This is an optimization exercise on Yosys and OpenROAD, whose aim is small area, not a production implementation.
The RTL was checked by simulation tests, not by an equivalence proof against the original design.
No driver is modelled on the clock port, so clocking that relies on it looks cheaper here than on a real chip.
Power is estimated from default activity; no workload was simulated.

[flow/flow/run.sh]
#!/bin/bash
# Own layout flow: the standard synthesis, then the combinational logic
# between the standard synthesis's registers and adder cells is re-mapped for
# area with ABC (registers, full and half adders and tie cells are kept as
# they are), then the standard layout with a minimum-size buffer on every
# port.  Each tool writes its full output to a log file in this folder.
set -euo pipefail
W=$PWD
F=$W/flow
R=$W/orfs/results/${FLOW_PLATFORM}/rp_acq/base
YOSYS=${FLOW_HOME}/../tools/install/yosys/bin/yosys
[ -x "$YOSYS" ] || YOSYS=yosys
LIB=${FLOW_HOME}/platforms/${FLOW_PLATFORM}/lib/sky130_fd_sc_hd__tt_025C_1v80.lib

bash standard.sh synth > $W/log_1_standard_synth.log 2>&1
cp $R/1_2_yosys.v $W/standard_synth.v

python3 $F/reopt.py $W/standard_synth.v $W/reopt_in.v > $W/log_2_reopt_py.log 2>&1
bash $F/reopt.sh $W/reopt_in.v $W/reopt_out.v $W > $W/log_3_reopt.log 2>&1
cp $W/reopt_out.v $R/1_2_yosys.v

CTS="-sink_clustering_enable -repair_clock_nets -dont_use_dummy_load -buf_list sky130_fd_sc_hd__clkbuf_8 -sink_clustering_size 20 -sink_clustering_max_diameter 40"
MK=(BUFFER_PORTS_ARGS="-buffer_cell sky130_fd_sc_hd__buf_1" CTS_ARGS="$CTS")
bash standard.sh "${MK[@]}" cts > $W/log_4_standard_to_cts.log 2>&1
CTS_ODB=$R/4_cts.odb CTS_BIG=50 CTS_SMALL=25 openroad -no_init -exit $F/cts_resize.tcl > $W/log_5_cts_resize.log 2>&1
bash standard.sh "${MK[@]}" finish > $W/log_6_standard_layout.log 2>&1
[flow/flow/cts_resize.tcl]
# Size each clock tree buffer by the number of flip-flop clock pins it
# drives, so no clock pin sees a slow edge, then re-legalize the placement.
read_db $::env(CTS_ODB)
set block [ord::get_db_block]
set db [ord::get_db]
proc master {name} { return [[ord::get_db] findMaster $name] }
set changed 0
foreach inst [$block getInsts] {
  set m [[$inst getMaster] getName]
  if {![string match "sky130_fd_sc_hd__clkbuf_*" $m]} { continue }
  set out [$inst findITerm X]
  if {$out == "NULL"} { continue }
  set net [$out getNet]
  if {$net == "NULL" || [$net getSigType] != "CLOCK"} { continue }
  set ff 0
  set bufs 0
  set xs {}
  set ys {}
  foreach it [$net getITerms] {
    set bb [[$it getInst] getBBox]
    lappend xs [$bb xMin]
    lappend ys [$bb yMin]
    if {[$it isOutputSignal]} { continue }
    set mm [[$it getInst] getMaster]
    if {[string match "*clkbuf*" [$mm getName]]} { incr bufs } else { incr ff }
  }
  if {$bufs > 0} { continue }
  # estimated load in fF: about 2 fF per clock pin and 0.25 fF per um of
  # the pins' half perimeter
  set hpwl [expr {([tcl::mathfunc::max {*}$xs] - [tcl::mathfunc::min {*}$xs] + [tcl::mathfunc::max {*}$ys] - [tcl::mathfunc::min {*}$ys]) / 1000.0}]
  set load [expr {2.0 * $ff + 0.25 * $hpwl}]
  if {$load > $::env(CTS_BIG)} {
    set want sky130_fd_sc_hd__clkbuf_16
  } elseif {$load <= $::env(CTS_SMALL)} {
    set want sky130_fd_sc_hd__clkbuf_4
  } else {
    set want sky130_fd_sc_hd__clkbuf_8
  }
  if {$want != $m} {
    puts "[$inst getName]: $ff flip-flops, load about $load fF, $m -> $want"
    $inst swapMaster [master $want]
    incr changed
  }
}
puts "clock buffers resized: $changed"
detailed_placement
check_placement -verbose
write_db $::env(CTS_ODB)
[flow/flow/libfunc.py]
"""Read combinational cell functions from the sky130hd liberty file and turn
an ABC-mapped gate netlist into Verilog assign statements."""
import re

def lib_functions(path):
    txt = open(path).read()
    funcs = {}
    for m in re.finditer(r'\n\s*cell\s*\(\s*"?(\w+)"?\s*\)\s*\{', txt):
        name = m.group(1)
        start = m.end()
        nxt = txt.find('\n    cell (', start)
        body = txt[start:nxt if nxt > 0 else len(txt)]
        outs = {}
        for pm in re.finditer(r'pin\s*\(\s*"?(\w+)"?\s*\)\s*\{', body):
            pb = body[pm.end():pm.end() + 4000]
            d = re.search(r'direction\s*:\s*"?(\w+)"?', pb)
            f = re.search(r'function\s*:\s*"([^"]*)"', pb)
            if d and d.group(1) == 'output' and f:
                outs[pm.group(1)] = f.group(1)
        if outs:
            funcs[name] = outs
    return funcs

def to_verilog_expr(f, pins):
    # liberty: ! not, & or space and, | or + or, ^ xor
    e = f.replace('!', '~').replace('+', '|')
    e = re.sub(r'\)\s+\(', ')&(', e)
    e = re.sub(r'(\w)\s+(\w)', r'\1&\2', e)
    e = re.sub(r'(\w)\s+\(', r'\1&(', e)
    e = re.sub(r'\)\s+(\w)', r')&\1', e)
    e = re.sub(r'\b([A-Z]\w*)\b', lambda m: '(%s)' % pins[m.group(1)] if m.group(1) in pins else m.group(0), e)
    return e

import subprocess, os, tempfile
ABC = '/OpenROAD-flow-scripts/tools/install/yosys/bin/yosys-abc'
LIB = '/OpenROAD-flow-scripts/flow/platforms/sky130hd/lib/sky130_fd_sc_hd__tt_025C_1v80.lib'
DONT = ['sky130_fd_sc_hd__probe_p_8', 'sky130_fd_sc_hd__probec_p_8']

def abc_map(blif_text, script, prefix):
    """Optimize and map a BLIF with ABC; return (verilog assign lines, area)."""
    d = tempfile.mkdtemp()
    fi = os.path.join(d, 'in.blif'); fo = os.path.join(d, 'out.blif')
    open(fi, 'w').write(blif_text)
    cmd = 'read_lib -w %s; read %s; %s; print_stats; write_blif %s' % (LIB, fi, script, fo)
    r = subprocess.run([ABC, '-c', cmd], capture_output=True, text=True)
    area = re.findall(r'area\s*=\s*([0-9.]+)', r.stdout)
    funcs = lib_functions(LIB)
    lines = []
    txt = open(fo).read().replace('\\\n', ' ')
    n = 0
    for ln in txt.split('\n'):
        ln = ln.strip()
        if ln.startswith('.gate'):
            parts = ln.split()[1:]
            cell = parts[0]
            pins = dict(p.split('=') for p in parts[1:])
            outs = funcs[cell]
            for op, f in outs.items():
                if op in pins:
                    lines.append('    assign %s = %s;' % (pins[op], to_verilog_expr(f, pins)))
        elif ln.startswith('.names'):
            parts = ln.split()[1:]
            lines.append(('NAMES', parts))
    # handle .names (constants / buffers) simply
    out = []
    tl = txt.split('\n')
    i = 0
    while i < len(tl):
        ln = tl[i].strip()
        if ln.startswith('.names'):
            parts = ln.split()[1:]
            rows = []
            i += 1
            while i < len(tl) and tl[i].strip() and not tl[i].strip().startswith('.'):
                rows.append(tl[i].strip()); i += 1
            if len(parts) == 1:
                out.append("    assign %s = 1'b%d;" % (parts[0], 1 if rows and rows[0] == '1' else 0))
            elif len(parts) == 2 and rows in (['1 1'],):
                out.append('    assign %s = %s;' % (parts[1], parts[0]))
            elif len(parts) == 2 and rows in (['0 1'],):
                out.append('    assign %s = ~%s;' % (parts[1], parts[0]))
            else:
                raise Exception('names %s %s' % (parts, rows))
            continue
        i += 1
    return [l for l in lines if not isinstance(l, tuple)] + out, float(area[-1]) if area else None
[flow/flow/reopt.py]
#!/usr/bin/env python3
"""Prepare a mapped sky130 netlist (flat, one module) for re-mapping its
combinational logic: single-output combinational cells become assign
statements; flip-flops, full/half adders and tie cells stay as instances.
Full adders with two or three inverted inputs are flipped
(FA(~a,~b,~c) = ~FA(a,b,c)), so the inverters can cancel; half adders with
an unused output become a plain gate.
usage: reopt.py in.v out.v"""
import re, sys
sys.path.insert(0, __file__.rsplit('/', 1)[0])
import libfunc

KEEP = re.compile(r'sky130_fd_sc_hd__(fa|ha|dfxtp|edfxtp|dfrtp|conb|dfstp|sdf|edf)')
INV = re.compile(r'sky130_fd_sc_hd__(inv|clkinv)_\d+$')

def esc(n):
    return n + ' ' if n.startswith('\\') else n

def main(fi, fo):
    net = open(fi).read()
    funcs = libfunc.lib_functions(libfunc.LIB)
    m = re.search(r'module\s+(\w+)\s*\((.*?)\);(.*)endmodule', net, re.S)
    top, ports, body = m.group(1), m.group(2), m.group(3)
    stmts = [s.strip() for s in body.split(';') if s.strip()]
    cells = []   # [type, name, pins dict] or None for plain statements
    other = []
    for s in stmts:
        mi = re.match(r'(sky130_fd_sc_hd__\w+)\s+(\S+)\s*\((.*)\)$', s, re.S)
        if mi:
            pins = dict((a, b.strip()) for a, b in re.findall(r'\.(\w+)\(([^()]*)\)', mi.group(3)))
            cells.append([mi.group(1), mi.group(2), pins])
        else:
            other.append(s)
    outpins = ('X', 'Y', 'Q', 'Q_N', 'SUM', 'COUT', 'HI', 'LO')
    use = {}
    for t, n, p in cells:
        for k, v in p.items():
            if k not in outpins and v:
                use[v] = use.get(v, 0) + 1
    for s in other:
        if s.startswith('assign'):
            rhs = s.split('=', 1)[1]
            for v in re.findall(r'(\\\S+|[A-Za-z_][\w$]*(?:\s*\[\d+\])?)', rhs):
                v = v.strip()
                use[v] = use.get(v, 0) + 1
    inv_of = {}
    for t, n, p in cells:
        if INV.match(t):
            inv_of[p['Y']] = p['A']
    extra = []
    wires = []
    cnt = [0]
    def newnet():
        cnt[0] += 1
        w = 'reopt_n%d' % cnt[0]
        wires.append(w)
        return w
    # Choose a polarity for every full adder (flipped: it gets complemented
    # inputs and gives complemented outputs) to need as few inverters as
    # possible.  A net's value is traced back through inverters to a base
    # net; a base driven by other logic is taken to be free in either
    # polarity, one driven by a flip-flop or half adder is true only.
    drv = {}
    for i, (t, n, p) in enumerate(cells):
        for k, v in p.items():
            if k in outpins and v:
                drv[v] = i
    def base(v):
        r = 0
        while v in inv_of:
            v = inv_of[v]; r ^= 1
        return v, r
    fas = [i for i, c in enumerate(cells) if re.match(r'sky130_fd_sc_hd__fa_\d', c[0])]
    fa_idx = dict((i, j) for j, i in enumerate(fas))
    pol = [0] * len(fas)
    # requirements: base -> list of (kind, fa index or None, parity)
    req = {}
    for i, (t, n, p) in enumerate(cells):
        if INV.match(t):
            continue
        generic = not KEEP.match(t)
        for k, v in p.items():
            if k in outpins or not v:
                continue
            b, r = base(v)
            if i in fa_idx:
                req.setdefault(b, []).append((fa_idx[i], r))
            elif not generic:
                req.setdefault(b, []).append((None, r))
    for s_ in other:
        if s_.startswith('assign'):
            rhs = s_.split('=', 1)[1].strip()
            b, r = base(rhs)
            req.setdefault(b, []).append((None, r))
    def src_pol(b):
        j = drv.get(b)
        if j is None:
            return 0
        if j in fa_idx:
            return ('fa', fa_idx[j])
        if KEEP.match(cells[j][0]):
            return 0
        return None   # generic logic: free
    bases = list(req.keys())
    bsrc = dict((b, src_pol(b)) for b in bases)
    def cost_of(b):
        sp = bsrc[b]
        if sp is None:
            return 0
        have = pol[sp[1]] if isinstance(sp, tuple) else 0
        need = set((r ^ (pol[j] if j is not None else 0)) for j, r in req[b])
        return 1 if any(x != have for x in need) else 0
    touch = {}
    for b in bases:
        sp = bsrc[b]
        if isinstance(sp, tuple):
            touch.setdefault(sp[1], set()).add(b)
        for j, r in req[b]:
            if j is not None:
                touch.setdefault(j, set()).add(b)
    improved = True
    rounds = 0
    while improved and rounds < 50:
        improved = False
        rounds += 1
        for j in range(len(fas)):
            bs = touch.get(j, ())
            before = sum(cost_of(b) for b in bs)
            pol[j] ^= 1
            after = sum(cost_of(b) for b in bs)
            if after < before:
                improved = True
            else:
                pol[j] ^= 1
    flips = 0
    for j, i in enumerate(fas):
        if not pol[j]:
            continue
        flips += 1
        t, n, p = cells[i]
        new = []
        for k in ('A', 'B', 'CIN'):
            w = newnet()
            extra.append('assign %s = ~%s;' % (w, esc(p[k])))
            p[k] = w
        for k in ('SUM', 'COUT'):
            o = p.get(k, '')
            if o:
                w = newnet()
                extra.append('assign %s = ~%s;' % (esc(o), w))
                p[k] = w
    out = ['module %s(%s);' % (top, ports)]
    for s in other:
        out.append('  ' + s + ' ;')
    for w in wires:
        out.append('  wire %s;' % w)
    ha_fixed = 0
    for t, n, p in cells:
        if re.match(r'sky130_fd_sc_hd__ha_\d', t):
            s_, c_ = p.get('SUM', ''), p.get('COUT', '')
            if not s_ or use.get(s_, 0) == 0:
                out.append('  assign %s = %s & %s;' % (esc(c_), esc(p['A']), esc(p['B'])))
                ha_fixed += 1
                continue
            if not c_ or use.get(c_, 0) == 0:
                out.append('  assign %s = %s ^ %s;' % (esc(s_), esc(p['A']), esc(p['B'])))
                ha_fixed += 1
                continue
        if KEEP.match(t):
            out.append('  %s %s (%s);' % (t, n, ', '.join('.%s(%s)' % (k, esc(v)) for k, v in p.items())))
            continue
        pe = dict((k, esc(v)) for k, v in p.items())
        for op, f in funcs[t].items():
            if op in p and p[op]:
                out.append('  assign %s = %s;' % (pe[op], libfunc.to_verilog_expr(f, pe)))
    for s in extra:
        out.append('  ' + s)
    out.append('endmodule')
    open(fo, 'w').write('\n'.join(out) + '\n')
    print('full adders flipped: %d, half adders made plain gates: %d' % (flips, ha_fixed))

if __name__ == '__main__':
    main(sys.argv[1], sys.argv[2])
[flow/flow/reopt.sh]
#!/bin/bash
# Re-map the combinational logic of $1 (prepared by reopt.py) with several
# ABC scripts in parallel (deepsyn is randomized: several seeds) and keep the
# smallest result as $2.  Each run's full output goes to a log in $3.
set -uo pipefail
IN=$1; OUT=$2; LOGDIR=$3
F=$(cd "$(dirname "$0")" && pwd)
YOSYS=${FLOW_HOME}/../tools/install/yosys/bin/yosys
[ -x "$YOSYS" ] || YOSYS=yosys
LIB=${FLOW_HOME}/platforms/${FLOW_PLATFORM}/lib/sky130_fd_sc_hd__tt_025C_1v80.lib
T=${REOPT_SECONDS:-90}
N=${REOPT_SEEDS:-0}
scripts=("strash; &get -n; &dch -f; &nf -a -R 1000; &put")
for s in $(seq 1 $N); do
  scripts+=("strash; &get -n; &deepsyn -T $T -S $s; &dch -f; &nf -a -R 1000; &put")
done
pids=()
for i in "${!scripts[@]}"; do
  d=$LOGDIR/reopt_$i; mkdir -p $d
  echo "${scripts[$i]}" | tr ';' '\n' | sed 's/^ *//' > $d/script.abc
  ( $YOSYS -p "read_liberty -lib $LIB; read_verilog $IN; hierarchy -top ${FLOW_TOP}; opt -purge; techmap; opt -fast; abc -liberty $LIB -dont_use *probe* -dont_use *lpflow* -script $d/script.abc; opt_clean -purge; setundef -zero; hilomap -singleton -hicell sky130_fd_sc_hd__conb_1 HI -locell sky130_fd_sc_hd__conb_1 LO; splitnets; opt_clean -purge; check; tee -o $d/stat.txt stat -liberty $LIB; write_verilog -noattr -nohex -nodec $d/out.v" > $LOGDIR/log_3_reopt_run$i.log 2>&1 ) &
  pids+=($!)
done
for p in "${pids[@]}"; do wait $p || true; done
best=""; bestA=""
for i in "${!scripts[@]}"; do
  d=$LOGDIR/reopt_$i
  a=$(grep "Chip area" $d/stat.txt 2>/dev/null | awk '{print $NF}')
  [ -n "$a" ] && [ -s $d/out.v ] || continue
  echo "run $i: area $a: ${scripts[$i]}"
  if [ -z "$bestA" ] || awk "BEGIN{exit !($a < $bestA)}"; then best=$i; bestA=$a; fi
done
echo "kept run $best, area $bestA"
cp $LOGDIR/reopt_$best/out.v $OUT
[flow/standard.sh]
#!/bin/bash
# synth_recipe.tcl (not shown) runs the flow's synth.tcl, then flattens the netlist and writes it again
# the make line also repeats each setting of config.mk as NAME=value (left out here)
make -C /OpenROAD-flow-scripts/flow DESIGN_CONFIG=/design/flow/config.mk WORK_HOME=/design/flow/orfs CLKGATE_MAP_FILE= SYNTH_SCRIPT=/design/flow/synth_recipe.tcl "${@:-finish}"
[flow/config.mk]
export PLATFORM = sky130hd
export DESIGN_NAME = rp_acq
export DESIGN_NICKNAME = rp_acq
export VERILOG_FILES = /design/flow/design.v
export SDC_FILE = /design/flow/constraint.sdc
export NUM_CORES = 8
export LEC_CHECK = 0
export ABC_AREA = 1
export CAP_MARGIN = 10
export CORE_MARGIN = 2
export CORE_UTILIZATION = 40
export GPL_TIMING_DRIVEN = 0
export SETUP_SLACK_MARGIN = 0.1
export SLEW_MARGIN = 10
[flow/constraint.sdc]
create_clock -name core_clock -period 8.0 [get_ports {clk}]
set_input_delay 1.6000 -clock core_clock [delete_from_list [all_inputs] [get_ports {clk}]]
set_output_delay 1.6000 -clock core_clock [all_outputs]
set_load 0.01 [all_outputs]
[flow/design.v]
`timescale 1ns / 1ps
module rp_acq (
    input clk,
    input rst_n,
    input [31:0] gpio_data,
    input [13:0] adc_dat_a_in,
    input ext_trig,
    output [7:0] led_o,
    output [31:0] BRAM_write_address,
    output [31:0] BRAM_write_data,
    output [3:0] BRAM_wren
);
    reg c_st;             
    reg c_prev;           
    reg c_start;          
    reg [23:0] samples;
    reg [23:0] repsn;     
    reg [5:0] hops;       
    always @(posedge clk) begin
        c_prev <= rst_n & gpio_data[31];
        if (!rst_n) begin
            c_st <= 1'b0;
            c_start <= 1'b0;
            samples <= 24'd0;
            repsn <= 24'hffffff;
            hops <= 6'd0;
        end else begin
            c_st <= ~c_st & (gpio_data[31] ^ c_prev);
            c_start <= c_st & (gpio_data[30:24] == 7'b0000001);
            if (c_st && gpio_data[30:25] == 6'b111110) samples <= gpio_data[23:0];
            if (c_st && gpio_data[30:25] == 6'b111111) repsn <= ~gpio_data[23:0];
            if (c_st && gpio_data[30:25] == 6'b111101) hops <= gpio_data[5:0];
        end
    end
    reg [1:0] st;
    reg last_trig;
    reg [2:0] pc;         
    reg [23:0] slat;      
    reg [23:0] rcn;       
    reg [13:0] xr;        
    reg [24:0] widx;      
    wire run = st[1] & st[0];
    wire [25:0] wc;
    wire [24:0] winc;
    assign wc[0] = 1'b1;
    genvar gi;
    generate for (gi = 0; gi < 25; gi = gi + 1) begin : g_winc
        assign winc[gi] = widx[gi] ^ wc[gi];
        assign wc[gi + 1] = widx[gi] & wc[gi];
    end endgenerate
    wire last = (winc[23:0] == slat);
    wire rdc = run & last;
    wire [24:0] rb;
    wire [23:0] rnext;
    assign rb[0] = 1'b1;
    generate for (gi = 0; gi < 24; gi = gi + 1) begin : g_rdec
        assign rnext[gi] = rcn[gi] ^ (rb[gi] & rdc);
        assign rb[gi + 1] = rcn[gi] & rb[gi];
    end endgenerate
    wire pc_last = pc[2] & ~pc[1];
    always @(posedge clk) begin
        if (st == 2'd0) rcn <= repsn;
        else rcn <= rnext;
    end
    always @(posedge clk) begin
        last_trig <= ext_trig;
        if (!rst_n) begin
            st <= 2'd0;
            xr <= 14'd0;
        end else begin
            case (st)
                2'd0: begin
                    if (c_start) st <= 2'd1;
                end
                2'd1: begin
                    pc <= 3'd0;
                    if (&rcn) st <= 2'd0;
                    else if (ext_trig & ~last_trig) st <= 2'd2;
                end
                2'd2: begin
                    pc <= {pc[1:0], ~pc[2]};
                    if (pc_last) begin
                        st <= 2'd3;
                        slat <= samples;
                        xr <= adc_dat_a_in;
                    end
                end
                2'd3: begin
                    xr <= adc_dat_a_in;
                    if (last) begin
                        st <= 2'd1;
                    end
                end
            endcase
        end
    end
    always @(posedge clk) begin
        if (rst_n & run) widx <= winc;
        else widx <= {25{1'b1}};
    end
    reg [5:0] ph;         
    reg [5:0] ph1;        
    wire [13:0] x = {xr[13], ~xr[12:0]};    
    wire [6:0] pcy;
    wire [5:0] pnext;
    assign pcy[0] = 1'b0;
    generate for (gi = 0; gi < 6; gi = gi + 1) begin : g_ph
        assign pnext[gi] = ph[gi] ^ hops[gi] ^ pcy[gi];
        assign pcy[gi + 1] = (ph[gi] & hops[gi]) | (ph[gi] & pcy[gi]) | (hops[gi] & pcy[gi]);
    end endgenerate
    always @(posedge clk) begin
        if (!rst_n) ph <= 6'd0;
        else ph <= pnext;
        ph1 <= ph;
    end
    wire [31:0] pdec;
    genvar gp;
    generate for (gp = 0; gp < 32; gp = gp + 1) begin : g_pdec
        assign pdec[gp] = (ph1[4:0] == gp);
    end endgenerate
    wire [14:0] mag;
    assign mag[0] = |(pdec & 32'hf194b5e4);
    assign mag[1] = |(pdec & 32'ha1f2feec);
    assign mag[2] = |(pdec & 32'ha50a9036);
    assign mag[3] = |(pdec & 32'h2a262db8);
    assign mag[4] = |(pdec & 32'h35d4c484);
    assign mag[5] = |(pdec & 32'h50be33fe);
    assign mag[6] = |(pdec & 32'h42d0851a);
    assign mag[7] = |(pdec & 32'hc7d6b53c);
    assign mag[8] = |(pdec & 32'h3a0afd80);
    assign mag[9] = |(pdec & 32'h5616d22a);
    assign mag[10] = |(pdec & 32'h9b4ee566);
    assign mag[11] = |(pdec & 32'h493ef9b4);
    assign mag[12] = |(pdec & 32'h38fefe38);
    assign mag[13] = |(pdec & 32'h07feffc0);
    assign mag[14] = |(pdec & 32'h00010000);
    wire s = ph1[5];
    wire [14:0] xb = {x, 1'b0};
    wire one0 = xb[1] ^ xb[0];
    wire two0 = (xb[2] & ~xb[1] & ~xb[0]) | (~xb[2] & xb[1] & xb[0]);
    wire neg0 = xb[2] ^ s;
    wire one1 = xb[3] ^ xb[2];
    wire two1 = (xb[4] & ~xb[3] & ~xb[2]) | (~xb[4] & xb[3] & xb[2]);
    wire neg1 = xb[4] ^ s;
    wire one2 = xb[5] ^ xb[4];
    wire two2 = (xb[6] & ~xb[5] & ~xb[4]) | (~xb[6] & xb[5] & xb[4]);
    wire neg2 = xb[6] ^ s;
    wire one3 = xb[7] ^ xb[6];
    wire two3 = (xb[8] & ~xb[7] & ~xb[6]) | (~xb[8] & xb[7] & xb[6]);
    wire neg3 = xb[8] ^ s;
    wire one4 = xb[9] ^ xb[8];
    wire two4 = (xb[10] & ~xb[9] & ~xb[8]) | (~xb[10] & xb[9] & xb[8]);
    wire neg4 = xb[10] ^ s;
    wire one5 = xb[11] ^ xb[10];
    wire two5 = (xb[12] & ~xb[11] & ~xb[10]) | (~xb[12] & xb[11] & xb[10]);
    wire neg5 = xb[12] ^ s;
    wire one6 = xb[13] ^ xb[12];
    wire two6 = (xb[14] & ~xb[13] & ~xb[12]) | (~xb[14] & xb[13] & xb[12]);
    wire neg6 = xb[14] ^ s;
    wire w0 = one0 & mag[0];
    wire w1 = neg0 & ~(one0 & mag[0]);
    wire w2 = ((one0 & mag[1]) | (two0 & mag[0])) ^ neg0;
    wire w3 = ((one0 & mag[2]) | (two0 & mag[1])) ^ neg0;
    wire w4 = ((one0 & mag[3]) | (two0 & mag[2])) ^ neg0;
    wire w5 = ((one0 & mag[4]) | (two0 & mag[3])) ^ neg0;
    wire w6 = ((one0 & mag[5]) | (two0 & mag[4])) ^ neg0;
    wire w7 = ((one0 & mag[6]) | (two0 & mag[5])) ^ neg0;
    wire w8 = ((one0 & mag[7]) | (two0 & mag[6])) ^ neg0;
    wire w9 = ((one0 & mag[8]) | (two0 & mag[7])) ^ neg0;
    wire w10 = ((one0 & mag[9]) | (two0 & mag[8])) ^ neg0;
    wire w11 = ((one0 & mag[10]) | (two0 & mag[9])) ^ neg0;
    wire w12 = ((one0 & mag[11]) | (two0 & mag[10])) ^ neg0;
    wire w13 = ((one0 & mag[12]) | (two0 & mag[11])) ^ neg0;
    wire w14 = ((one0 & mag[13]) | (two0 & mag[12])) ^ neg0;
    wire w15 = ((one0 & mag[14]) | (two0 & mag[13])) ^ neg0;
    wire w16 = ((one0 & 1'b0) | (two0 & mag[14])) ^ neg0;
    wire w17 = ~neg0;
    wire w18 = one1 & mag[0];
    wire w19 = neg1 & ~(one1 & mag[0]);
    wire w20 = ((one1 & mag[1]) | (two1 & mag[0])) ^ neg1;
    wire w21 = ((one1 & mag[2]) | (two1 & mag[1])) ^ neg1;
    wire w22 = ((one1 & mag[3]) | (two1 & mag[2])) ^ neg1;
    wire w23 = ((one1 & mag[4]) | (two1 & mag[3])) ^ neg1;
    wire w24 = ((one1 & mag[5]) | (two1 & mag[4])) ^ neg1;
    wire w25 = ((one1 & mag[6]) | (two1 & mag[5])) ^ neg1;
    wire w26 = ((one1 & mag[7]) | (two1 & mag[6])) ^ neg1;
    wire w27 = ((one1 & mag[8]) | (two1 & mag[7])) ^ neg1;
    wire w28 = ((one1 & mag[9]) | (two1 & mag[8])) ^ neg1;
    wire w29 = ((one1 & mag[10]) | (two1 & mag[9])) ^ neg1;
    wire w30 = ((one1 & mag[11]) | (two1 & mag[10])) ^ neg1;
    wire w31 = ((one1 & mag[12]) | (two1 & mag[11])) ^ neg1;
    wire w32 = ((one1 & mag[13]) | (two1 & mag[12])) ^ neg1;
    wire w33 = ((one1 & mag[14]) | (two1 & mag[13])) ^ neg1;
    wire w34 = ((one1 & 1'b0) | (two1 & mag[14])) ^ neg1;
    wire w35 = ~neg1;
    wire w36 = one2 & mag[0];
    wire w37 = neg2 & ~(one2 & mag[0]);
    wire w38 = ((one2 & mag[1]) | (two2 & mag[0])) ^ neg2;
    wire w39 = ((one2 & mag[2]) | (two2 & mag[1])) ^ neg2;
    wire w40 = ((one2 & mag[3]) | (two2 & mag[2])) ^ neg2;
    wire w41 = ((one2 & mag[4]) | (two2 & mag[3])) ^ neg2;
    wire w42 = ((one2 & mag[5]) | (two2 & mag[4])) ^ neg2;
    wire w43 = ((one2 & mag[6]) | (two2 & mag[5])) ^ neg2;
    wire w44 = ((one2 & mag[7]) | (two2 & mag[6])) ^ neg2;
    wire w45 = ((one2 & mag[8]) | (two2 & mag[7])) ^ neg2;
    wire w46 = ((one2 & mag[9]) | (two2 & mag[8])) ^ neg2;
    wire w47 = ((one2 & mag[10]) | (two2 & mag[9])) ^ neg2;
    wire w48 = ((one2 & mag[11]) | (two2 & mag[10])) ^ neg2;
    wire w49 = ((one2 & mag[12]) | (two2 & mag[11])) ^ neg2;
    wire w50 = ((one2 & mag[13]) | (two2 & mag[12])) ^ neg2;
    wire w51 = ((one2 & mag[14]) | (two2 & mag[13])) ^ neg2;
    wire w52 = ((one2 & 1'b0) | (two2 & mag[14])) ^ neg2;
    wire w53 = ~neg2;
    wire w54 = one3 & mag[0];
    wire w55 = neg3 & ~(one3 & mag[0]);
    wire w56 = ((one3 & mag[1]) | (two3 & mag[0])) ^ neg3;
    wire w57 = ((one3 & mag[2]) | (two3 & mag[1])) ^ neg3;
    wire w58 = ((one3 & mag[3]) | (two3 & mag[2])) ^ neg3;
    wire w59 = ((one3 & mag[4]) | (two3 & mag[3])) ^ neg3;
    wire w60 = ((one3 & mag[5]) | (two3 & mag[4])) ^ neg3;
    wire w61 = ((one3 & mag[6]) | (two3 & mag[5])) ^ neg3;
    wire w62 = ((one3 & mag[7]) | (two3 & mag[6])) ^ neg3;
    wire w63 = ((one3 & mag[8]) | (two3 & mag[7])) ^ neg3;
    wire w64 = ((one3 & mag[9]) | (two3 & mag[8])) ^ neg3;
    wire w65 = ((one3 & mag[10]) | (two3 & mag[9])) ^ neg3;
    wire w66 = ((one3 & mag[11]) | (two3 & mag[10])) ^ neg3;
    wire w67 = ((one3 & mag[12]) | (two3 & mag[11])) ^ neg3;
    wire w68 = ((one3 & mag[13]) | (two3 & mag[12])) ^ neg3;
    wire w69 = ((one3 & mag[14]) | (two3 & mag[13])) ^ neg3;
    wire w70 = ((one3 & 1'b0) | (two3 & mag[14])) ^ neg3;
    wire w71 = ~neg3;
    wire w72 = one4 & mag[0];
    wire w73 = neg4 & ~(one4 & mag[0]);
    wire w74 = ((one4 & mag[1]) | (two4 & mag[0])) ^ neg4;
    wire w75 = ((one4 & mag[2]) | (two4 & mag[1])) ^ neg4;
    wire w76 = ((one4 & mag[3]) | (two4 & mag[2])) ^ neg4;
    wire w77 = ((one4 & mag[4]) | (two4 & mag[3])) ^ neg4;
    wire w78 = ((one4 & mag[5]) | (two4 & mag[4])) ^ neg4;
    wire w79 = ((one4 & mag[6]) | (two4 & mag[5])) ^ neg4;
    wire w80 = ((one4 & mag[7]) | (two4 & mag[6])) ^ neg4;
    wire w81 = ((one4 & mag[8]) | (two4 & mag[7])) ^ neg4;
    wire w82 = ((one4 & mag[9]) | (two4 & mag[8])) ^ neg4;
    wire w83 = ((one4 & mag[10]) | (two4 & mag[9])) ^ neg4;
    wire w84 = ((one4 & mag[11]) | (two4 & mag[10])) ^ neg4;
    wire w85 = ((one4 & mag[12]) | (two4 & mag[11])) ^ neg4;
    wire w86 = ((one4 & mag[13]) | (two4 & mag[12])) ^ neg4;
    wire w87 = ((one4 & mag[14]) | (two4 & mag[13])) ^ neg4;
    wire w88 = ((one4 & 1'b0) | (two4 & mag[14])) ^ neg4;
    wire w89 = ~neg4;
    wire w90 = one5 & mag[0];
    wire w91 = neg5 & ~(one5 & mag[0]);
    wire w92 = ((one5 & mag[1]) | (two5 & mag[0])) ^ neg5;
    wire w93 = ((one5 & mag[2]) | (two5 & mag[1])) ^ neg5;
    wire w94 = ((one5 & mag[3]) | (two5 & mag[2])) ^ neg5;
    wire w95 = ((one5 & mag[4]) | (two5 & mag[3])) ^ neg5;
    wire w96 = ((one5 & mag[5]) | (two5 & mag[4])) ^ neg5;
    wire w97 = ((one5 & mag[6]) | (two5 & mag[5])) ^ neg5;
    wire w98 = ((one5 & mag[7]) | (two5 & mag[6])) ^ neg5;
    wire w99 = ((one5 & mag[8]) | (two5 & mag[7])) ^ neg5;
    wire w100 = ((one5 & mag[9]) | (two5 & mag[8])) ^ neg5;
    wire w101 = ((one5 & mag[10]) | (two5 & mag[9])) ^ neg5;
    wire w102 = ((one5 & mag[11]) | (two5 & mag[10])) ^ neg5;
    wire w103 = ((one5 & mag[12]) | (two5 & mag[11])) ^ neg5;
    wire w104 = ((one5 & mag[13]) | (two5 & mag[12])) ^ neg5;
    wire w105 = ((one5 & mag[14]) | (two5 & mag[13])) ^ neg5;
    wire w106 = ((one5 & 1'b0) | (two5 & mag[14])) ^ neg5;
    wire w107 = ~neg5;
    wire w108 = one6 & mag[0];
    wire w109 = neg6 & ~(one6 & mag[0]);
    wire w110 = ((one6 & mag[1]) | (two6 & mag[0])) ^ neg6;
    wire w111 = ((one6 & mag[2]) | (two6 & mag[1])) ^ neg6;
    wire w112 = ((one6 & mag[3]) | (two6 & mag[2])) ^ neg6;
    wire w113 = ((one6 & mag[4]) | (two6 & mag[3])) ^ neg6;
    wire w114 = ((one6 & mag[5]) | (two6 & mag[4])) ^ neg6;
    wire w115 = ((one6 & mag[6]) | (two6 & mag[5])) ^ neg6;
    wire w116 = ((one6 & mag[7]) | (two6 & mag[6])) ^ neg6;
    wire w117 = ((one6 & mag[8]) | (two6 & mag[7])) ^ neg6;
    wire w118 = ((one6 & mag[9]) | (two6 & mag[8])) ^ neg6;
    wire w119 = ((one6 & mag[10]) | (two6 & mag[9])) ^ neg6;
    wire w120 = ((one6 & mag[11]) | (two6 & mag[10])) ^ neg6;
    wire w121 = ((one6 & mag[12]) | (two6 & mag[11])) ^ neg6;
    wire w122 = ((one6 & mag[13]) | (two6 & mag[12])) ^ neg6;
    wire w123 = ((one6 & mag[14]) | (two6 & mag[13])) ^ neg6;
    wire w124 = ((one6 & 1'b0) | (two6 & mag[14])) ^ neg6;
    wire w125 = ~neg6;
    wire w126 = w12 ^ w28;
    wire w127 = w12 & w28;
    wire w128 = w13 ^ w29 ^ w45;
    wire w129 = (w13 & w29) | (w13 & w45) | (w29 & w45);
    wire w130 = w14 ^ w30 ^ w46;
    wire w131 = (w14 & w30) | (w14 & w46) | (w30 & w46);
    wire w132 = w62 ^ w78;
    wire w133 = w62 & w78;
    wire w134 = w15 ^ w31 ^ w47;
    wire w135 = (w15 & w31) | (w15 & w47) | (w31 & w47);
    wire w136 = w63 ^ w79;
    wire w137 = w63 & w79;
    wire w138 = w16 ^ w32 ^ w48;
    wire w139 = (w16 & w32) | (w16 & w48) | (w32 & w48);
    wire w140 = w64 ^ w80;
    wire w141 = w64 & w80;
    wire w142 = neg0 ^ w33 ^ w49;
    wire w143 = (neg0 & w33) | (neg0 & w49) | (w33 & w49);
    wire w144 = w65 ^ w81;
    wire w145 = w65 & w81;
    wire w146 = neg0 ^ w34 ^ w50;
    wire w147 = (neg0 & w34) | (neg0 & w50) | (w34 & w50);
    wire w148 = w66 ^ w82;
    wire w149 = w66 & w82;
    wire w150 = w17 ^ w35 ^ w51;
    wire w151 = (w17 & w35) | (w17 & w51) | (w35 & w51);
    wire w152 = w67 ^ w83;
    wire w153 = w67 & w83;
    wire w154 = 1'b1 ^ w52 ^ w68;
    wire w155 = (1'b1 & w52) | (1'b1 & w68) | (w52 & w68);
    wire w156 = w8 ^ w24;
    wire w157 = w8 & w24;
    wire w158 = w9 ^ w25 ^ w41;
    wire w159 = (w9 & w25) | (w9 & w41) | (w25 & w41);
    wire w160 = w10 ^ w26 ^ w42;
    wire w161 = (w10 & w26) | (w10 & w42) | (w26 & w42);
    wire w162 = w58 ^ w73;
    wire w163 = w58 & w73;
    wire w164 = w11 ^ w27 ^ w43;
    wire w165 = (w11 & w27) | (w11 & w43) | (w27 & w43);
    wire w166 = w59 ^ w75 ^ w90;
    wire w167 = (w59 & w75) | (w59 & w90) | (w75 & w90);
    wire w168 = w44 ^ w60 ^ w76;
    wire w169 = (w44 & w60) | (w44 & w76) | (w60 & w76);
    wire w170 = w91 ^ w92 ^ w126;
    wire w171 = (w91 & w92) | (w91 & w126) | (w92 & w126);
    wire w172 = w61 ^ w77 ^ w93;
    wire w173 = (w61 & w77) | (w61 & w93) | (w77 & w93);
    wire w174 = w108 ^ w127 ^ w128;
    wire w175 = (w108 & w127) | (w108 & w128) | (w127 & w128);
    wire w176 = w94 ^ w109 ^ w110;
    wire w177 = (w94 & w109) | (w94 & w110) | (w109 & w110);
    wire w178 = w132 ^ w129 ^ w130;
    wire w179 = (w132 & w129) | (w132 & w130) | (w129 & w130);
    wire w180 = w95 ^ w111 ^ w133;
    wire w181 = (w95 & w111) | (w95 & w133) | (w111 & w133);
    wire w182 = w136 ^ w131 ^ w134;
    wire w183 = (w136 & w131) | (w136 & w134) | (w131 & w134);
    wire w184 = w96 ^ w112 ^ w137;
    wire w185 = (w96 & w112) | (w96 & w137) | (w112 & w137);
    wire w186 = w140 ^ w135 ^ w138;
    wire w187 = (w140 & w135) | (w140 & w138) | (w135 & w138);
    wire w188 = w97 ^ w113 ^ w141;
    wire w189 = (w97 & w113) | (w97 & w141) | (w113 & w141);
    wire w190 = w144 ^ w139 ^ w142;
    wire w191 = (w144 & w139) | (w144 & w142) | (w139 & w142);
    wire w192 = w98 ^ w114 ^ w145;
    wire w193 = (w98 & w114) | (w98 & w145) | (w114 & w145);
    wire w194 = w148 ^ w143 ^ w146;
    wire w195 = (w148 & w143) | (w148 & w146) | (w143 & w146);
    wire w196 = w99 ^ w115 ^ w149;
    wire w197 = (w99 & w115) | (w99 & w149) | (w115 & w149);
    wire w198 = w152 ^ w147 ^ w150;
    wire w199 = (w152 & w147) | (w152 & w150) | (w147 & w150);
    wire w200 = w84 ^ w100 ^ w116;
    wire w201 = (w84 & w100) | (w84 & w116) | (w100 & w116);
    wire w202 = w153 ^ w151 ^ w154;
    wire w203 = (w153 & w151) | (w153 & w154) | (w151 & w154);
    wire w204 = w53 ^ w69 ^ w85;
    wire w205 = (w53 & w69) | (w53 & w85) | (w69 & w85);
    wire w206 = w101 ^ w117 ^ w155;
    wire w207 = (w101 & w117) | (w101 & w155) | (w117 & w155);
    wire w208 = 1'b1 ^ w70 ^ w86;
    wire w209 = (1'b1 & w70) | (1'b1 & w86) | (w70 & w86);
    wire w210 = w102 ^ w118;
    wire w211 = w102 & w118;
    wire w212 = w71 ^ w87 ^ w103;
    wire w213 = (w71 & w87) | (w71 & w103) | (w87 & w103);
    wire w214 = 1'b1 ^ w88;
    wire w215 = 1'b1 & w88;
    wire w216 = w6 ^ w22;
    wire w217 = w6 & w22;
    wire w218 = w7 ^ w23 ^ w39;
    wire w219 = (w7 & w23) | (w7 & w39) | (w23 & w39);
    wire w220 = w40 ^ w55 ^ w56;
    wire w221 = (w40 & w55) | (w40 & w56) | (w55 & w56);
    wire w222 = w57 ^ w72 ^ w157;
    wire w223 = (w57 & w72) | (w57 & w157) | (w72 & w157);
    wire w224 = w74 ^ w162 ^ w159;
    wire w225 = (w74 & w162) | (w74 & w159) | (w162 & w159);
    wire w226 = w163 ^ w161 ^ w164;
    wire w227 = (w163 & w161) | (w163 & w164) | (w161 & w164);
    wire w228 = w165 ^ w167 ^ w168;
    wire w229 = (w165 & w167) | (w165 & w168) | (w167 & w168);
    wire w230 = w169 ^ w172 ^ w171;
    wire w231 = (w169 & w172) | (w169 & w171) | (w172 & w171);
    wire w232 = w173 ^ w176 ^ w175;
    wire w233 = (w173 & w176) | (w173 & w175) | (w176 & w175);
    wire w234 = w177 ^ w180 ^ w179;
    wire w235 = (w177 & w180) | (w177 & w179) | (w180 & w179);
    wire w236 = w181 ^ w184 ^ w183;
    wire w237 = (w181 & w184) | (w181 & w183) | (w184 & w183);
    wire w238 = w185 ^ w188 ^ w187;
    wire w239 = (w185 & w188) | (w185 & w187) | (w188 & w187);
    wire w240 = w189 ^ w192 ^ w191;
    wire w241 = (w189 & w192) | (w189 & w191) | (w192 & w191);
    wire w242 = w193 ^ w196 ^ w195;
    wire w243 = (w193 & w196) | (w193 & w195) | (w196 & w195);
    wire w244 = w200 ^ w197 ^ w199;
    wire w245 = (w200 & w197) | (w200 & w199) | (w197 & w199);
    wire w246 = w201 ^ w204 ^ w203;
    wire w247 = (w201 & w204) | (w201 & w203) | (w204 & w203);
    wire w248 = w210 ^ w205 ^ w208;
    wire w249 = (w210 & w205) | (w210 & w208) | (w205 & w208);
    wire w250 = w119 ^ w211 ^ w209;
    wire w251 = (w119 & w211) | (w119 & w209) | (w211 & w209);
    wire w252 = w104 ^ w120 ^ w214;
    wire w253 = (w104 & w120) | (w104 & w214) | (w120 & w214);
    wire w254 = w89 ^ w105 ^ w121;
    wire w255 = (w89 & w105) | (w89 & w121) | (w105 & w121);
    wire w256 = 1'b1 ^ w106;
    wire w257 = 1'b1 & w106;
    wire w258 = w4 ^ w19;
    wire w259 = w4 & w19;
    wire w260 = w5 ^ w21 ^ w36;
    wire w261 = (w5 & w21) | (w5 & w36) | (w21 & w36);
    wire w262 = w37 ^ w38 ^ w216;
    wire w263 = (w37 & w38) | (w37 & w216) | (w38 & w216);
    wire w264 = w54 ^ w217 ^ w218;
    wire w265 = (w54 & w217) | (w54 & w218) | (w217 & w218);
    wire w266 = w156 ^ w219 ^ w220;
    wire w267 = (w156 & w219) | (w156 & w220) | (w219 & w220);
    wire w268 = w221 ^ w158 ^ w222;
    wire w269 = (w221 & w158) | (w221 & w222) | (w158 & w222);
    wire w270 = w160 ^ w223 ^ w224;
    wire w271 = (w160 & w223) | (w160 & w224) | (w223 & w224);
    wire w272 = w166 ^ w225 ^ w226;
    wire w273 = (w166 & w225) | (w166 & w226) | (w225 & w226);
    wire w274 = w170 ^ w227 ^ w228;
    wire w275 = (w170 & w227) | (w170 & w228) | (w227 & w228);
    wire w276 = w229 ^ w174 ^ w230;
    wire w277 = (w229 & w174) | (w229 & w230) | (w174 & w230);
    wire w278 = w178 ^ w231 ^ w232;
    wire w279 = (w178 & w231) | (w178 & w232) | (w231 & w232);
    wire w280 = w182 ^ w233 ^ w234;
    wire w281 = (w182 & w233) | (w182 & w234) | (w233 & w234);
    wire w282 = w186 ^ w235 ^ w236;
    wire w283 = (w186 & w235) | (w186 & w236) | (w235 & w236);
    wire w284 = w190 ^ w237 ^ w238;
    wire w285 = (w190 & w237) | (w190 & w238) | (w237 & w238);
    wire w286 = w194 ^ w239 ^ w240;
    wire w287 = (w194 & w239) | (w194 & w240) | (w239 & w240);
    wire w288 = w198 ^ w241 ^ w242;
    wire w289 = (w198 & w241) | (w198 & w242) | (w241 & w242);
    wire w290 = w202 ^ w243 ^ w244;
    wire w291 = (w202 & w243) | (w202 & w244) | (w243 & w244);
    wire w292 = w206 ^ w245 ^ w246;
    wire w293 = (w206 & w245) | (w206 & w246) | (w245 & w246);
    wire w294 = w207 ^ w248 ^ w247;
    wire w295 = (w207 & w248) | (w207 & w247) | (w248 & w247);
    wire w296 = w212 ^ w249 ^ w250;
    wire w297 = (w212 & w249) | (w212 & w250) | (w249 & w250);
    wire w298 = w213 ^ w252 ^ w251;
    wire w299 = (w213 & w252) | (w213 & w251) | (w252 & w251);
    wire w300 = w215 ^ w254 ^ w253;
    wire w301 = (w215 & w254) | (w215 & w253) | (w254 & w253);
    wire w302 = w122 ^ w256 ^ w255;
    wire w303 = (w122 & w256) | (w122 & w255) | (w256 & w255);
    wire w304 = w107 ^ w123 ^ w257;
    wire w305 = (w107 & w123) | (w107 & w257) | (w123 & w257);
    wire w306 = 1'b1 ^ w124;
    wire w307 = 1'b1 & w124;
    wire w308 = w1 ^ w2;
    wire w309 = w1 & w2;
    wire w310 = w3 ^ w18 ^ w309;
    wire w311 = (w3 & w18) | (w3 & w309) | (w18 & w309);
    wire w312 = w20 ^ w258 ^ w311;
    wire w313 = (w20 & w258) | (w20 & w311) | (w258 & w311);
    wire w314 = w259 ^ w260 ^ w313;
    wire w315 = (w259 & w260) | (w259 & w313) | (w260 & w313);
    wire w316 = w261 ^ w262 ^ w315;
    wire w317 = (w261 & w262) | (w261 & w315) | (w262 & w315);
    wire w318 = w263 ^ w264 ^ w317;
    wire w319 = (w263 & w264) | (w263 & w317) | (w264 & w317);
    wire w320 = w265 ^ w266 ^ w319;
    wire w321 = (w265 & w266) | (w265 & w319) | (w266 & w319);
    wire w322 = w267 ^ w268 ^ w321;
    wire w323 = (w267 & w268) | (w267 & w321) | (w268 & w321);
    wire w324 = w269 ^ w270;
    wire w325 = w269 & w270;
    wire w326 = w271 ^ w272 ^ w325;
    wire w327 = (w271 & w272) | (w271 & w325) | (w272 & w325);
    wire w328 = w273 ^ w274 ^ w327;
    wire w329 = (w273 & w274) | (w273 & w327) | (w274 & w327);
    wire w330 = w275 ^ w276 ^ w329;
    wire w331 = (w275 & w276) | (w275 & w329) | (w276 & w329);
    wire w332 = w277 ^ w278 ^ w331;
    wire w333 = (w277 & w278) | (w277 & w331) | (w278 & w331);
    wire w334 = w324 ^ w323;
    wire w335 = w323 & w324;
    wire w336 = w326 ^ w335;
    wire w337 = w324 & w326;
    wire w338 = w323 & w337;
    wire w339 = w328 ^ w338;
    wire w340 = w337 & w328;
    wire w341 = w323 & w340;
    wire w342 = w330 ^ w341;
    wire w343 = w340 & w330;
    wire w344 = w323 & w343;
    wire w345 = w332 ^ w344;
    wire w346 = w343 & w332;
    wire w347 = w323 & w346;
    wire w348 = w333 | w347;
    wire w349 = w279 ^ w280;
    wire w350 = w279 & w280;
    wire w351 = w281 ^ w282 ^ w350;
    wire w352 = (w281 & w282) | (w281 & w350) | (w282 & w350);
    wire w353 = w283 ^ w284 ^ w352;
    wire w354 = (w283 & w284) | (w283 & w352) | (w284 & w352);
    wire w355 = w285 ^ w286 ^ w354;
    wire w356 = (w285 & w286) | (w285 & w354) | (w286 & w354);
    wire w357 = w287 ^ w288 ^ w356;
    wire w358 = (w287 & w288) | (w287 & w356) | (w288 & w356);
    wire w359 = w349 ^ w348;
    wire w360 = w348 & w349;
    wire w361 = w351 ^ w360;
    wire w362 = w349 & w351;
    wire w363 = w348 & w362;
    wire w364 = w353 ^ w363;
    wire w365 = w362 & w353;
    wire w366 = w348 & w365;
    wire w367 = w355 ^ w366;
    wire w368 = w365 & w355;
    wire w369 = w348 & w368;
    wire w370 = w357 ^ w369;
    wire w371 = w368 & w357;
    wire w372 = w348 & w371;
    wire w373 = w358 | w372;
    wire w374 = w289 ^ w290;
    wire w375 = w289 & w290;
    wire w376 = w291 ^ w292 ^ w375;
    wire w377 = (w291 & w292) | (w291 & w375) | (w292 & w375);
    wire w378 = w293 ^ w294 ^ w377;
    wire w379 = (w293 & w294) | (w293 & w377) | (w294 & w377);
    wire w380 = w296 ^ w295 ^ w379;
    wire w381 = (w296 & w295) | (w296 & w379) | (w295 & w379);
    wire w382 = w297 ^ w298 ^ w381;
    wire w383 = (w297 & w298) | (w297 & w381) | (w298 & w381);
    wire w384 = w374 ^ w373;
    wire w385 = w373 & w374;
    wire w386 = w376 ^ w385;
    wire w387 = w374 & w376;
    wire w388 = w373 & w387;
    wire w389 = w378 ^ w388;
    wire w390 = w387 & w378;
    wire w391 = w373 & w390;
    wire w392 = w380 ^ w391;
    wire w393 = w390 & w380;
    wire w394 = w373 & w393;
    wire w395 = w382 ^ w394;
    wire w396 = w393 & w382;
    wire w397 = w373 & w396;
    wire w398 = w383 | w397;
    wire w399 = w300 ^ w299;
    wire w400 = w300 & w299;
    wire w401 = w302 ^ w301 ^ w400;
    wire w402 = (w302 & w301) | (w302 & w400) | (w301 & w400);
    wire w403 = w304 ^ w303 ^ w402;
    wire w404 = (w304 & w303) | (w304 & w402) | (w303 & w402);
    wire w405 = w306 ^ w305 ^ w404;
    wire w406 = (w306 & w305) | (w306 & w404) | (w305 & w404);
    wire w407 = w125 ^ w307 ^ w406;
    wire w408 = (w125 & w307) | (w125 & w406) | (w307 & w406);
    wire w409 = w399 ^ w398;
    wire w410 = w398 & w399;
    wire w411 = w401 ^ w410;
    wire w412 = w399 & w401;
    wire w413 = w398 & w412;
    wire w414 = w403 ^ w413;
    wire w415 = w412 & w403;
    wire w416 = w398 & w415;
    wire w417 = w405 ^ w416;
    wire w418 = w415 & w405;
    wire w419 = w398 & w418;
    wire w420 = w407 ^ w419;
    wire w421 = w418 & w407;
    wire [28:0] pm = {w420, w417, w414, w411, w409, w395, w392, w389, w386, w384, w370, w367, w364, w361, w359, w345, w342, w339, w336, w334, w322, w320, w318, w316, w314, w312, w310, w308, w0};
    reg [28:0] prod;
    always @(posedge clk) prod <= pm;
    assign led_o = {6'd0, st};
    assign BRAM_wren = {4{run}};
    assign BRAM_write_address = {{5{widx[24]}}, widx, 2'b00};
    assign BRAM_write_data = {{3{prod[28]}}, prod};
endmodule
==> impl_metrics.tcl, run 1 <==
set metrics [dict create \
    status "complete, no violations" \
    yosys_warnings 1 \
    switchingPower_w 0.00259 \
    wl_per_cell_um 16.3 \
    wl_mm 28.3 \
    fp.dieH_um 176 \
    slowest_stage "fa_1" \
    place_area_um2 13000 \
    slowest_delay_ns 0.52 \
    die_width_um 176 \
    htree_levels 4 \
    required_ns 8.40 \
    vias 9363 \
    drc 0 \
    grt_max_degree 48 \
    port_buffers 116 \
    finalHoldViolations 0 \
    holdBufCountCts 0 \
    crit_top_cell "fa_1" \
    swShare_pct 43.0 \
    avgSynthCellArea_um2 9.89 \
    grt_first_pass_wirelength_mm 46.4 \
    fin_skew_ns 0.0282 \
    clkLatencyLatePin_ns 0.48 \
    design_area_um2 13500 \
    cts_max_path_buffers 2 \
    n_antenna_cell 0 \
    synth_cells 1192 \
    cap_violations 0 \
    antenna_left 0 \
    p_leak_nw 5.05 \
    power_w 0.00603 \
    critical_path_class "register to register" \
    hp-class "register to register" \
    worstSetupEndpointType "register" \
    clock-sinks 191 \
    area_growth_pct 14.1 \
    initial_core_util_pct 40.9 \
    worstPathArrival_ns 7.92 \
    cp-start-kind "register" \
    grt_use_total_pct 18.7 \
    setup_viol 0 \
    p_clk_share_pct 8.9 \
    avgViaCountPerCell 5.38 \
    gp_congestion 0.864 \
    drive_above_1_share_pct 5.90 \
    dp_hpwl_mm 21.4 \
    layout_worst_path_cycle_share_pct 94.0 \
    rsz0062_at_grt "yes" \
    grt_pass1_vias 8882 \
    overflow 0 \
    clkTransAtPathRegs_ns 0.09 \
    worst_pin_slew_ns 1.25 \
    drt_iter0_markers 798 \
    drt_pre_antenna_iters 6 \
    core_um2 28900 \
    combinationalPowerShare_pct 69.2 \
    ir_drop_uv 673 \
    fin_tns_setup_ns 0 \
    final.min_clock_period_ns 7.52 \
    final_max_slew_viol_count 0 \
    synth_area_um2 11800 \
    io_pins 125 \
    max_freq_ghz 0.133 \
    placement_rows 62 \
    cts_buffers 17 \
    maxSlewHeadroom_pct 16.7 \
    internal-power_w 0.00344 \
    fin_nets 1555 \
    p_per_area_nw_per_um2 448 \
    die-area_um2 30900 \
    clockRootBuffer "clkbuf_8" \
    cp_max_fo 14 \
    seqPwrFrac_pct 22.0 \
    antenna_found_initial 1 \
    cts_tree "yes" \
]
## cells in the final DEF, fill, tap and decap left out, drive strengths merged, types with 3 or more instances in the layout
cell type / count
dfxtp: 164
buf: 141
nor2: 126
nand2: 108
xnor2: 100
a22oi: 99
fa: 98
o21ai: 71
xor2: 61
ha: 49
clkinv: 49
nand3: 29
edfxtp: 27
o211ai: 24
or3: 24
a21oi: 19
and2: 18
clkbuf: 17
and3: 16
nand4: 15
o31ai: 11
nor2b: 10
nor3: 10
conb: 8
nor4: 8
a31oi: 6
a211oi: 5
nand2b: 5
and4: 4
or2: 4
o21a: 4
nor4b: 3
a22o: 3
or4: 3
## critical path: cells and delay by family (launching register included)
kind                       cells  cell delay (ns)
and+or+nand+nor                7             1.55
DFF                            1             0.43
AOI/OAI and AO/OA              3             0.76
adders and majority gates     10             4.19
xor gates and xnor gates       2             0.29
buffers and inverters          3             0.26
## metal layers
layer  track usage (%)  share of wire (%)
met1              28.0                 49
met5                 0                  0
met2              28.1                 44
met4              5.54                1.9
met3              2.66                5.4
## power groups by stage
| stage | combinational (W) | clock (W) | sequential (W) |
|---|---|---|---|
| CTS | 0.00416 | 0.000513 | 0.00132 |
| floorplan | 0.00328 | 0 | 0.00138 |
| global route | 0.00488 | 0.000584 | 0.00134 |
| finish | 0.00417 | 0.000534 | 0.00132 |
| global placement | 0.00403 | 0 | 0.00134 |
| detailed placement | 0.00414 | 0 | 0.00135 |
## what timing repair did
| action | CTS | global route |
|---|---|---|
| pin swaps | 3 | 3 |
| resized for setup | 15 | 18 |
| endpoints found under the setup margin | 10 | 11 |
| setup buffers | 6 | 1 |
## area by class of cell
cell class              instances  area [µm²]
fillers                      2850       15400
multi-input cells             959        7710
flip-flops and latches        191        4110
repair buffers                141         696
well taps                     384         480
clock buffers                  17         268
inverters                      49         185
## worst paths after layout
check              startpoint                to  slack [ns]  cells past startpoint
max            ph1[3]$_DFF_P_  prod[25]$_DFF_P_        0.48                     25
min          ph[0]$_SDFF_PN0_    ph1[0]$_DFF_P_        0.36                      0
max reg2reg    ph1[3]$_DFF_P_  prod[25]$_DFF_P_        0.48                     25
min reg2reg  ph[0]$_SDFF_PN0_    ph1[0]$_DFF_P_        0.36                      0
## sequential cells by signal, indices dropped and copies added, names as in the netlist, 2 cells and up
signal,cells
hops,6
pc,3
ph,6
ph1,6
prod,29
rcn,24
repsn,24
samples,24
slat,24
st,2
widx,25
xr,14
## through the flow
step | hold slack [ns] | worst slack, ns | utilization, % | cells
final | 0.358 | 0.482 | 46.6 | 1741
after detailed placement | 0.360 | -0.610 | 45.0 | 1717
after global routing | 0.367 | -0.0227 | 46.6 | 1741
after floorplan | 0.334 | 0.604 | - | 1199
after global placement | 0.347 | -0.649 | 44.1 | 1699
after CTS | 0.373 | 0.163 | 46.1 | 1740
==> inputs of run 2 (changes only) <==
--- a/flow/config.mk
+++ b/flow/config.mk
@@ -8,7 +8,7 @@
 export ABC_AREA = 1
 export CAP_MARGIN = 10
 export CORE_MARGIN = 2
-export CORE_UTILIZATION = 40
+export CORE_UTILIZATION = 55
 export GPL_TIMING_DRIVEN = 0
 export SETUP_SLACK_MARGIN = 0.1
 export SLEW_MARGIN = 10
==> impl_metrics.tcl, run 2 <==
set metrics [dict create \
    required_ns 8.36 \
    fin_nets 1566 \
    r2r-start "ph1[3]$_DFF_P_" \
    yosys_warnings 1 \
    die-area_um2 22600 \
    overflow 0 \
    p_leak_nw 5.11 \
    register_area_um2 4110 \
    worst_pin_slew_ns 1.25 \
    slowest_delay_ns 0.64 \
    drt_pre_antenna_iters 6 \
    grt_use_total_pct 25.8 \
    port_buffers 116 \
    top_regs "prod x29, widx x25" \
    clockRootBuffer "clkbuf_8" \
    hold_path_end "ph1[0]$_DFF_P_" \
    cp-start-kind "register" \
    cts_max_path_buffers 2 \
    hp-class "register to register" \
    wl_mm 27.8 \
    cts_buffers 17 \
    r2r_end "prod[27]$_DFF_P_" \
    ir_drop_uv 757 \
    max_freq_ghz 0.134 \
    wl_per_cell_um 16.9 \
    gp_congestion 0.909 \
    slowest_stage "or4_4" \
    area_growth_pct 13.7 \
    largest_reg_flops 29 \
    placement_rows 53 \
    antenna_left 0 \
    grt_max_degree 51 \
    synth_cells 1192 \
    drt_iter0_markers 657 \
    cp_max_fo 14 \
    initial_core_util_pct 56.1 \
    clock-sinks 191 \
    htree_levels 4 \
    io_pins 125 \
    final_max_slew_viol_count 0 \
    regMostFlops "prod" \
    maxSlewHeadroom_pct 16.5 \
    layout_common_cells "159 x dfxtp_1, 126 x nor2_1, 115 x buf_1" \
    drc 0 \
    reg2reg_slack_ns 0.53 \
    worstSetupEndpointType "register" \
    path_delay_family "adder cells" \
    critical_path_class "register to register" \
    setup_viol 0 \
    cap_violations 0 \
    layout_commonest_cell "dfxtp_1" \
    n_antenna_cell 0 \
    final.setup.worst_slack_ns 0.528 \
    multiInputGateArea_um2 7730 \
    worstPathArrival_ns 7.83 \
    vias 9419 \
    die_width_um 150 \
    pre_cts_ws_ns -0.795 \
    drive_above_1_share_pct 6.73 \
    dp_hpwl_mm 20.8 \
    crit_top_cell "fa_1" \
    antenna_found_initial 0 \
    n_fill_cell 1783 \
    min_from "ph[0]$_SDFF_PN0_" \
    finalHoldViolations 0 \
    synth_area_um2 11800 \
    core_um2 21000 \
    clkTransAtPathRegs_ns 0.08 \
    status "complete, no violations" \
    final.min_clock_period_ns 7.47 \
    whs_ns 0.353 \
    avgSynthCellArea_um2 9.89 \
    grt_first_pass_wirelength_mm 46.3 \
    p_per_area_nw_per_um2 458 \
    rsz0062_at_grt "no" \
    grt_pass1_vias 8896 \
    clkLatencyLatePin_ns 0.47 \
    avgViaCountPerCell 5.73 \
    fin_skew_ns 0.0308 \
    critPathBufInv 1 \
    fp.dieH_um 150 \
    r2r_cells 27 \
    cts_tree "yes" \
    layout_worst_path_cycle_share_pct 93.4 \
    holdPathStages 0 \
]
run 2: final cells by class:
type | count | area share, %
Sequential cell | 191 | 30.7
Inverter | 49 | 1.38
Timing Repair Buffer | 152 | 5.74
Tap cell | 275 | 2.57
Multi-Input combinational cell | 959 | 57.6
Clock buffer | 17 | 2.00
run 2: worst reg2reg max path, cell delays in order, from the launching register on:
cell,delay (ns)
dfxtp_4,0.40
clkinv_1,0.09
nor2_1,0.08
and2_0,0.26
nand2_1,0.18
nand2_1,0.14
a211o_1,0.27
or4_4,0.64
a22oi_1,0.21
xnor2_1,0.11
ha_1,0.23
fa_1,0.45
fa_1,0.47
fa_1,0.47
fa_1,0.47
fa_1,0.46
fa_1,0.46
fa_1,0.48
nand4_1,0.18
o31ai_1,0.13
nand3b_1,0.14
or2_0,0.28
o31ai_4,0.10
and3_4,0.20
nand2_1,0.07
nand2_1,0.10
and2_0,0.17
o21a_1,0.17
run 2: how the worst max path moves through the flow:
| stage | start | cells after the start | end | slack (ns) |
|---|---|---|---|---|
| global placement | ph1[0]$_DFF_P_ | 27 | prod[28]$_DFF_P_ | -1.06 |
| detailed placement | ph1[0]$_DFF_P_ | 27 | prod[25]$_DFF_P_ | -0.79 |
| CTS | ph1[2]$_DFF_P_ | 27 | prod[25]$_DFF_P_ | 0.11 |
| floorplan | ph1[0]$_DFF_P_ | 27 | prod[28]$_DFF_P_ | 0.60 |
| global route | ph1[4]$_DFF_P_ | 26 | prod[28]$_DFF_P_ | 0.10 |
| finish | ph1[3]$_DFF_P_ | 27 | prod[27]$_DFF_P_ | 0.53 |
run 2: layer usage:
layer | wire, µm | up-vias | global-route usage [%]
met2 | 12100 | 324 | 37.7
met3 | 1670 | 34 | 4.18
met4 | 467 | 0 | 6.79
met1 | 13600 | 4513 | 39.7
met5 | 0 | - | 0
li1 | - | 4548 | -
run 2: per-stage QoR:
stage / cells / power, W / cell area (µm²) / TNS (ns) / utilization (%)
after floorplan: 1199 / 0.00466 / 11800 / 0 / -
after global placement: 1590 / 0.00536 / 12600 / -8.96 / 59.9
after detailed placement: 1606 / 0.00547 / 12800 / -6.11 / 61.0
after CTS: 1625 / 0.00599 / 13100 / 0 / 62.3
after global routing: 1643 / 0.00694 / 13400 / 0 / 63.8
final: 1643 / 0.00614 / 13400 / 0 / 63.8
run 2: power breakdown:
| group | total [W] | leakage [nW] | switching, W | internal (W) |
|---|---|---|---|---|
| Clock | 0.000530 | 0.138 | 0.000309 | 0.000221 |
| Sequential | 0.00132 | 1.62 | 0.0000866 | 0.00124 |
| Combinational | 0.00428 | 3.35 | 0.00226 | 0.00202 |
| Total | 0.00614 | 5.11 | 0.00266 | 0.00348 |
run 2: what timing repair did:
| item | CTS | global route |
|---|---|---|
| hold buffers | 0 | 0 |
| pin swaps | 2 | 5 |
| endpoints found under the setup margin | 10 | 10 |
| gates resized for setup | 10 | 27 |
| buffers inserted | 2 | 17 |

## what the ideal ports hide
No port has a modelled driver above. Below, the same layouts with a new extraction and two added sets of constraints.
Step 1 (the two cells are an assumption about what drives the block):
set clk [get_ports {clk}]
set_driving_cell -lib_cell sky130_fd_sc_hd__clkbuf_16 $clk
set_driving_cell -lib_cell sky130_fd_sc_hd__buf_2 [delete_from_list [all_inputs] $clk]
Step 2 times the ports against the registers' clock, not the clock port: input delays grow and output delays shrink by t, the midpoint of the rising clock arrivals with the driver on.
a / b / c = ideal / step 1 / step 2; a / b = the first two.
run | shift t [ns] | slack for setup (ns) | worst hold slack (ns) | worst register clock-pin slew, ns
run 1 | 0.508 | 0.482 / 0.482 / 0.482 | 0.358 / 0.358 / 0.358 | 0.10 / 0.10
run 2 | 0.500 | 0.528 / 0.528 / 0.528 | 0.353 / 0.353 / 0.353 | 0.10 / 0.10
After both steps setup and hold are still met in every run listed.
